What follows belongs to an exercise in optimizing a design on an open flow for small area, a short achievable clock period and few clock cycles; a production flow would make more cautious choices. The RTL was checked by simulation tests, not by an equivalence proof against the original design. Power is estimated from default activity; no workload was simulated.

==> job 5112: inputs <==
## CPU
module CPU (clk, reset, Instruction, read_data, mem_load, mem_store, ins_address, read_value2, alu_result, en_fetch_pulse, en_exe_pulse);
==> flow/config.mk <==
export PLATFORM = sky130hd
export DESIGN_NAME = CPU
export DESIGN_NICKNAME = CPU
export VERILOG_FILES = /design/flow/design.v
export SDC_FILE = /design/flow/constraint.sdc
export NUM_CORES = 4
export LEC_CHECK = 0
export CAP_MARGIN = 20
export CORE_MARGIN = 2
export CORE_UTILIZATION = 50
export PLACE_DENSITY = 0.6
export SLEW_MARGIN = 20
export SYNTH_HIERARCHICAL = 1
export SYNTH_MINIMUM_KEEP_SIZE = 0
==> flow/constraint.sdc <==
create_clock -name core_clock -period 125.0 [get_ports {clk}]
set_input_delay 25.0000 -clock core_clock [delete_from_list [all_inputs] [get_ports {clk}]]
set_output_delay 25.0000 -clock core_clock [all_outputs]
set_load 0.01 [all_outputs]
standard.sh (not shown) runs the stock make flow with config.mk's settings and CLKGATE_MAP_FILE= SYNTH_SCRIPT=/design/flow/synth_recipe.tcl, a recipe that flattens the netlist after the stock synthesis.
==> flow/flow/run.sh <==
#!/bin/bash
# The standard layout (the standard.sh, every ORFS step unchanged), with
# one difference: the buffers that buffer_ports puts on every input and
# output port are buf_2 cells instead of the default choice, a slow
# clock-delay buffer. make's full output goes to flow_make.log; ORFS keeps
# each step's own log under orfs/logs/.
set -euo pipefail
export BUFFER_PORTS_ARGS="-buffer_cell sky130_fd_sc_hd__buf_2"
bash standard.sh > flow_make.log 2>&1
==> job 2737 (differences from job 5112) <==
--- a/flow/config.mk
+++ b/flow/config.mk
@@ -7,8 +7,10 @@
 export LEC_CHECK = 0
 export CAP_MARGIN = 20
 export CORE_MARGIN = 2
-export CORE_UTILIZATION = 50
-export PLACE_DENSITY = 0.6
+export CORE_UTILIZATION = 58
+export CTS_CLUSTER_DIAMETER = 60
+export CTS_CLUSTER_SIZE = 25
+export PLACE_DENSITY = 0.68
 export SLEW_MARGIN = 20
 export SYNTH_HIERARCHICAL = 1
 export SYNTH_MINIMUM_KEEP_SIZE = 0
==> run notes <==
Of job 5112 and job 2737, job 2737 has the higher global-route usage (gap 3.5 points). Register-to-register slack: job 5112 is worse than job 2737 (610 ps). In via count, job 2737 and job 5112 hardly differ. Against job 2737, the combinational power of job 5112 is larger by about 0.9%.
Testbench counts of job 5112, summed over its fixed seeds: cycles 13,996.
Testbench counts of job 2737, summed over its fixed seeds: cycles 13,996.

---

==> 09-08: inputs <==
==> flow/design.v <==
`timescale 1ns / 1ps
module AddrAdder (a, imm, sn, sum);
    input  wire [31:0] a;
    input  wire [14:0] imm;
    input  wire        sn;                
    output wire [31:0] sum;
    assign sum = a + {{8{~sn}}, {9{imm[14]}}, imm};
endmodule
`timescale 1ns / 1ps
module CPU (clk, reset, Instruction, read_data, mem_load, mem_store, ins_address, read_value2, alu_result, en_fetch_pulse, en_exe_pulse);
    input clk, reset;
    input wire [31:0] Instruction;
    input wire [31:0] read_data;
    output wire mem_load;
    output wire mem_store;
    output wire [31:0] ins_address;
    output wire [31:0] read_value2;
    output wire [31:0] alu_result;
    output wire en_fetch_pulse;
    output wire en_exe_pulse;
    localparam [4:0] ADD=5'b00010, ADDI=5'b00011, SUB=5'b00100, SUBI=5'b00101,
                     MUL=5'b00110, MULI=5'b00111, MOD=5'b01000, MODI=5'b01001,
                     AND=5'b01010, OR=5'b01011, XOR=5'b01100, NOT=5'b01101,
                     MOV=5'b01110, MOVI=5'b01111, MOVEQ=5'b10000, MOVIEQ=5'b10001,
                     MOVL=5'b10010, MOVIL=5'b10011, MOVG=5'b10100, MOVIG=5'b10101,
                     LAD=5'b10110, STR=5'b10111, JMP=5'b11000, BEQ=5'b11001,
                     BL=5'b11010, BG=5'b11011, LSFT=5'b11100, RSFT=5'b11101;
    localparam ROWS = 4;                  
    localparam NCH  = 32 / ROWS;          
    localparam CW   = 3;                  
    reg [31:0] pc;
    reg        fq;                        
    reg        ev;                        
    reg [31:0] ir;                        
    reg [31:0] A, B;                      
    reg [14:0] aimm;                      
    reg        asn;                       
    reg        is_ld, is_st;
    reg [1:0]  flags;
    reg        mbusy;                     
    reg        m_mod;                     
    reg [3:0]  m_rd;
    reg [CW-1:0] mcnt;
    reg [31:0] acc;
    reg [31:0] rf [1:15];
    wire [4:0]  op  = ir[31:27];
    wire [3:0]  rd  = ir[26:23];
    wire [14:0] imm = ir[14:0];
    wire [31:0] imm_ext = {{17{imm[14]}}, imm};
    wire [31:0] addr;
    AddrAdder u_addr (.a(A), .imm(aimm), .sn(asn), .sum(addr));
    wire        alu  = ~mbusy & ((op == ADD) | (op == ADDI) | (op == SUB) | (op == SUBI) |
                                 (op == MOD) | (op == MODI));
    wire        sub  = ~((op == ADD) | (op == ADDI));
    wire [33:0] as;
    wire lt = ~as[33];                    
    wire eq = ~|as[31:0];
    wire [1:0] new_flags = lt ? 2'b10 : (eq ? 2'b01 : 2'b11);
    wire is_sub = ~mbusy & ((op == SUB) | (op == SUBI));
    function [31:0] rev(input [31:0] v);
        integer k;
        for (k = 0; k < 32; k = k + 1) rev[k] = v[31 - k];
    endfunction
    wire shbig = |imm[14:5];
    wire [31:0] shin = (op == LSFT) ? rev(A) : A;
    wire [31:0] sht  = shbig ? 32'd0 : (shin >> imm[4:0]);
    reg [3:0] tt;
    always @(*) begin
        case (op)
            AND:     tt = 4'b1000;
            OR:      tt = 4'b1110;
            XOR:     tt = 4'b0110;
            NOT:     tt = 4'b0011;
            default: tt = 4'b1010;       
        endcase
    end
    reg [31:0] lu;
    integer q;
    always @(*) begin
        for (q = 0; q < 32; q = q + 1) lu[q] = tt[{A[q], B[q]}];
    end
    wire is_mod = mbusy ? m_mod  : ((op == MOD) | (op == MODI));
    wire is_mul = mbusy ? ~m_mod : ((op == MUL) | (op == MULI));
    function [CW-1:0] hichunk(input [31:0] v);
        integer k;
        begin
            hichunk = 0;
            for (k = 1; k < NCH; k = k + 1)
                if (|v[ROWS*k +: ROWS]) hichunk = k;
        end
    endfunction
    wire [CW-1:0] hia = hichunk(A);
    wire [CW-1:0] hib = hichunk(B);
    wire ser_a = is_mod | alu | (hia < hib);     
    wire [31:0] ser = ser_a ? A : B;
    wire [31:0] par = ser_a ? B : A;
    wire [CW-1:0] mc = mbusy ? mcnt : (ser_a ? hia : hib);
    wire [ROWS-1:0] sbits = ser[ROWS*mc +: ROWS];
    wire neg = is_mod | (alu & sub);
    wire [32:0] addend = neg ? {1'b1, ~par} : {1'b0, par};
    reg  [31:0] r;
    reg  [32:0] s, opd;
    reg  [33:0] y, as0;
    integer j;
    always @(*) begin
        r = mbusy ? acc : 32'd0;
        as0 = 34'd0;
        for (j = 0; j < ROWS; j = j + 1) begin
            s = {r, is_mod & sbits[ROWS-1-j]};
            opd = (is_mod | sbits[ROWS-1-j]) ? addend : 33'd0;
            if (j == 0 && alu) begin
                s = {1'b0, A};
                opd = addend;
            end
            y = {1'b0, s} + {1'b0, opd} + {33'd0, neg};
            if (j == 0) as0 = y;
            r = (is_mod & ~y[33]) ? s[31:0] : y[31:0];
        end
    end
    assign as = as0;
    wire mtrivial = lt | (B == 32'd0);
    wire mfirst_done = is_mod ? mtrivial : (mc == 0);
    wire mlastc = mbusy ? (mcnt == 0) : mfirst_done;
    wire mod_wait = ev & (is_mod | is_mul) & ~mlastc;
    wire [31:0] mod_res = (~mbusy & mtrivial) ? A : r;
    reg cond;
    always @(*) begin
        case (op[2:1])
            2'b00: cond = (flags == 2'b01);
            2'b01: cond = (flags == 2'b10);
            default: cond = (flags == 2'b11);
        endcase
    end
    reg [31:0] res;
    reg        wr;
    always @(*) begin
        res = 32'd0;
        wr  = 1'b1;
        if (mbusy) res = r;
        else case (op)
            ADD, ADDI, SUB, SUBI: res = as[31:0];
            MUL, MULI:         res = r;
            MOD, MODI:         res = mod_res;
            AND, OR, XOR, NOT, MOV, MOVI: res = lu;
            MOVEQ, MOVIEQ, MOVL, MOVIL, MOVG, MOVIG: begin res = lu; wr = cond; end
            LAD:               res = read_data;
            LSFT:              res = rev(sht);
            RSFT:              res = sht;
            default:           wr = 1'b0;
        endcase
    end
    wire [3:0] wrd = mbusy ? m_rd : rd;
    wire we = ev & ~mod_wait & wr & (wrd != 4'd0);
    wire fetch = fq;
    wire [4:0] iop = Instruction[31:27];
    wire [1:0] fl = (ev & is_sub) ? new_flags : flags;
    reg taken;
    always @(*) begin
        case (iop)
            JMP: taken = 1'b1;
            BEQ: taken = (fl == 2'b01);
            BL:  taken = (fl == 2'b10);
            BG:  taken = (fl == 2'b11);
            default: taken = 1'b0;
        endcase
    end
    wire [31:0] src = mbusy ? ir : Instruction;
    wire [4:0]  sop = src[31:27];
    wire [3:0]  srs = src[22:19];
    wire [3:0]  srt = src[18:15];
    wire b_imm = (sop == ADDI) | (sop == SUBI) | (sop == MULI) | (sop == MODI) |
                 (sop == MOVI) | (sop == MOVIEQ) | (sop == MOVIL) | (sop == MOVIG);
    wire [31:0] ra = (srs == 4'd0) ? 32'd0 : (we & (wrd == srs)) ? res : rf[srs];
    wire [31:0] rb = (srt == 4'd0) ? 32'd0 : (we & (wrd == srt)) ? res : rf[srt];
    wire load_ab = (fetch | mbusy) & ~mod_wait;
    always @(posedge clk) begin
        if (reset) begin
            pc <= 32'd0;
            fq <= 1'b0;
            ev <= 1'b0;
            flags <= 2'b00;
            mbusy <= 1'b0;
        end else begin
            fq <= ~mod_wait;
            ev <= fq | mbusy;
            mbusy <= mod_wait;
            if (ev & is_sub) flags <= new_flags;
            if (fetch)
                pc <= taken ? {{17{Instruction[14]}}, Instruction[14:0]} : pc + 32'd4;
        end
    end
    always @(posedge clk) begin
        mcnt <= (is_mod & ~mbusy) ? hia : mc - 1'b1;
        acc <= (is_mod & ~mbusy) ? 32'd0 : r;     
        if (~mbusy) begin
            m_mod <= is_mod;
            m_rd <= rd;
        end
        if (fetch) ir <= Instruction;
        aimm <= src[14:0];                    
        asn <= ~src[14];
        if (load_ab) begin
            A <= ra;
            B <= b_imm ? {{17{src[14]}}, src[14:0]} : rb;
            is_ld <= (sop == LAD);
            is_st <= (sop == STR);
        end
    end
    wire [31:0] wd = reset ? 32'd0 : res;
    genvar g;
    generate
        for (g = 1; g < 16; g = g + 1) begin : regs
            always @(posedge clk) begin
                if (reset | (we & (wrd == g))) rf[g] <= wd;
            end
        end
    endgenerate
    assign ins_address    = pc;
    assign en_fetch_pulse = fetch;
    assign en_exe_pulse   = ev & ~mbusy & (is_ld | is_st);
    assign mem_load       = is_ld;
    assign mem_store      = is_st;
    assign alu_result     = addr;
    assign read_value2    = B;
endmodule
==> flow/flow/run.sh <==
#!/bin/bash
# The standard layout (the standard.sh, every ORFS step unchanged), with
# one difference: the buffers that buffer_ports puts on every input and
# output port are buf_2 cells instead of the default choice, a slow
# clock-delay buffer. make's full output goes to flow_make.log; ORFS keeps
# each step's own log under orfs/logs/.
set -euo pipefail
export BUFFER_PORTS_ARGS="-buffer_cell sky130_fd_sc_hd__buf_2"
bash standard.sh > flow_make.log 2>&1
==> flow/standard.sh <==
#!/bin/bash
# synth_recipe.tcl (not shown) runs the flow's synth.tcl, then flattens the netlist and writes it again
# the make line also repeats each setting of config.mk as NAME=value (left out here)
make -C /OpenROAD-flow-scripts/flow DESIGN_CONFIG=/design/flow/config.mk WORK_HOME=/design/flow/orfs CLKGATE_MAP_FILE= SYNTH_SCRIPT=/design/flow/synth_recipe.tcl "${@:-finish}"
==> flow/config.mk <==
export PLATFORM = sky130hd
export DESIGN_NAME = CPU
export DESIGN_NICKNAME = CPU
export VERILOG_FILES = /design/flow/design.v
export SDC_FILE = /design/flow/constraint.sdc
export NUM_CORES = 4
export LEC_CHECK = 0
export CAP_MARGIN = 20
export CORE_MARGIN = 2
export CORE_UTILIZATION = 65
export PLACE_DENSITY = 0.75
export SLEW_MARGIN = 20
export SYNTH_HIERARCHICAL = 1
export SYNTH_MINIMUM_KEEP_SIZE = 0
==> flow/constraint.sdc <==
create_clock -name core_clock -period 125.0 [get_ports {clk}]
set_input_delay 25.0000 -clock core_clock [delete_from_list [all_inputs] [get_ports {clk}]]
set_output_delay 25.0000 -clock core_clock [all_outputs]
set_load 0.01 [all_outputs]
==> 08-15: changes against 09-08 <==
==> flow/design.v, changed modules only <==
module AddrAdder (a, imm, sn, sum);
    input  wire [31:0] a;
    input  wire [14:0] imm;
    input  wire        sn;                
    output wire [31:0] sum;
    wire [15:0] lo = {1'b0, a[14:0]} + {1'b0, imm};
    wire        c  = lo[15];
    wire [16:0] inc = a[31:15] + 17'd1;
    wire [16:0] dec = a[31:15] - 17'd1;
    assign sum[14:0]  = lo[14:0];
    assign sum[31:15] = (c & sn) ? inc : (~c & ~sn) ? dec : a[31:15];
endmodule
==> flow/run.sh (new file) <==
#!/bin/bash
# synth_recipe.tcl (not shown) runs the flow's synth.tcl, then flattens the netlist and writes it again
# the make line also repeats each setting of config.mk as NAME=value (left out here)
make -C /OpenROAD-flow-scripts/flow DESIGN_CONFIG=/design/flow/config.mk WORK_HOME=/design/flow/orfs CLKGATE_MAP_FILE= SYNTH_SCRIPT=/design/flow/synth_recipe.tcl finish
Settings changed: CORE_UTILIZATION 65 to 50, PLACE_DENSITY 0.75 to 0.6.
removed: flow/flow/run.sh
removed: flow/standard.sh
==> comparison <==
08-15 finished clean. 09-08 went through all stages and came out clean.
Between 09-08 and 08-15, the lower register-to-register slack is in 08-15 (gap 1.2 ns).
Against 08-15, the fmax of 09-08 is higher by about 3%.
Against 09-08, the hold slack of 08-15 is better by 0.0031 ns.
Of 08-15 and 09-08, 08-15 has the higher die area (gap about 30%, measured against 09-08).
Power: 09-08 is higher than 08-15 (about 0.9%).
In combinational power, 09-08 and 08-15 hardly differ.
Between 09-08 and 08-15, the lower via count is in 08-15 (gap 6.0%, measured against 08-15).
==> figures <==
metric	08-15	09-08
Pwr dens	21.2 mW/mm^2	21.8 mW/mm^2
Routed WL per cell	34.6 um	34.8 um
Layout non-clock buf frac	0.0567	0.0391
Worst-case hold slack	0.468 ns	0.465 ns
Critical path peak fanout	11	12
Detailed Place HPWL	138000 um	133000 um
Run status	finished clean	finished clean
Final GP Congestion	1.03	1.07
Later-pin clock latency in the skew report	0.67 ns	0.65 ns
Area of the multi-input gates	0.0251 sq mm	0.0253 sq mm
Amount of wire on met2 after detailed routing	89800 um	82100 um
Critical path arrival	4.43 ns	3.52 ns
Sequential area share after synthesis	0.423	0.420
Multi-input comb cells	3643	3685
Maximum clock skew at final layout	0.0470 ns	0.0356 ns
Unique cell type count in the Yosys netlist	109	113
Testbench counts of 09-08, summed over its fixed seeds: cycles 13,996.
Testbench counts of 08-15, summed over its fixed seeds: cycles 13,996.

==> re-timing with driven ports <==
In the flow no input, the clock included, has a driving cell. The finished layouts below were timed again as built, in two steps.
Step 1 assumes that a clkbuf_16 drives the clock port and a buf_2 every other input.
Step 2 times the ports against the registers' clock, not the clock port: input delays grow and output delays shrink by t, the midpoint of the rising clock arrivals with the driver on.
Three values: ideal ports, drivers, drivers and shift; two values: the first two.
run	t (ns)	setup slack, ns	worst setup path at the end
job 5112	0.708	95.955 / 95.885 / 96.413	input to register
job 2737	0.719	96.057 / 95.982 / 96.572	input to register
09-08	0.704	96.479 / 96.406 / 96.381	input to register
08-15	0.715	95.574 / 95.506 / 96.221	register to output
After both steps setup and hold are still met in every run listed. For 09-08, which loses most, drivers alone change the setup slack by -0.073 ns; drivers and shift together by -0.098 ns.
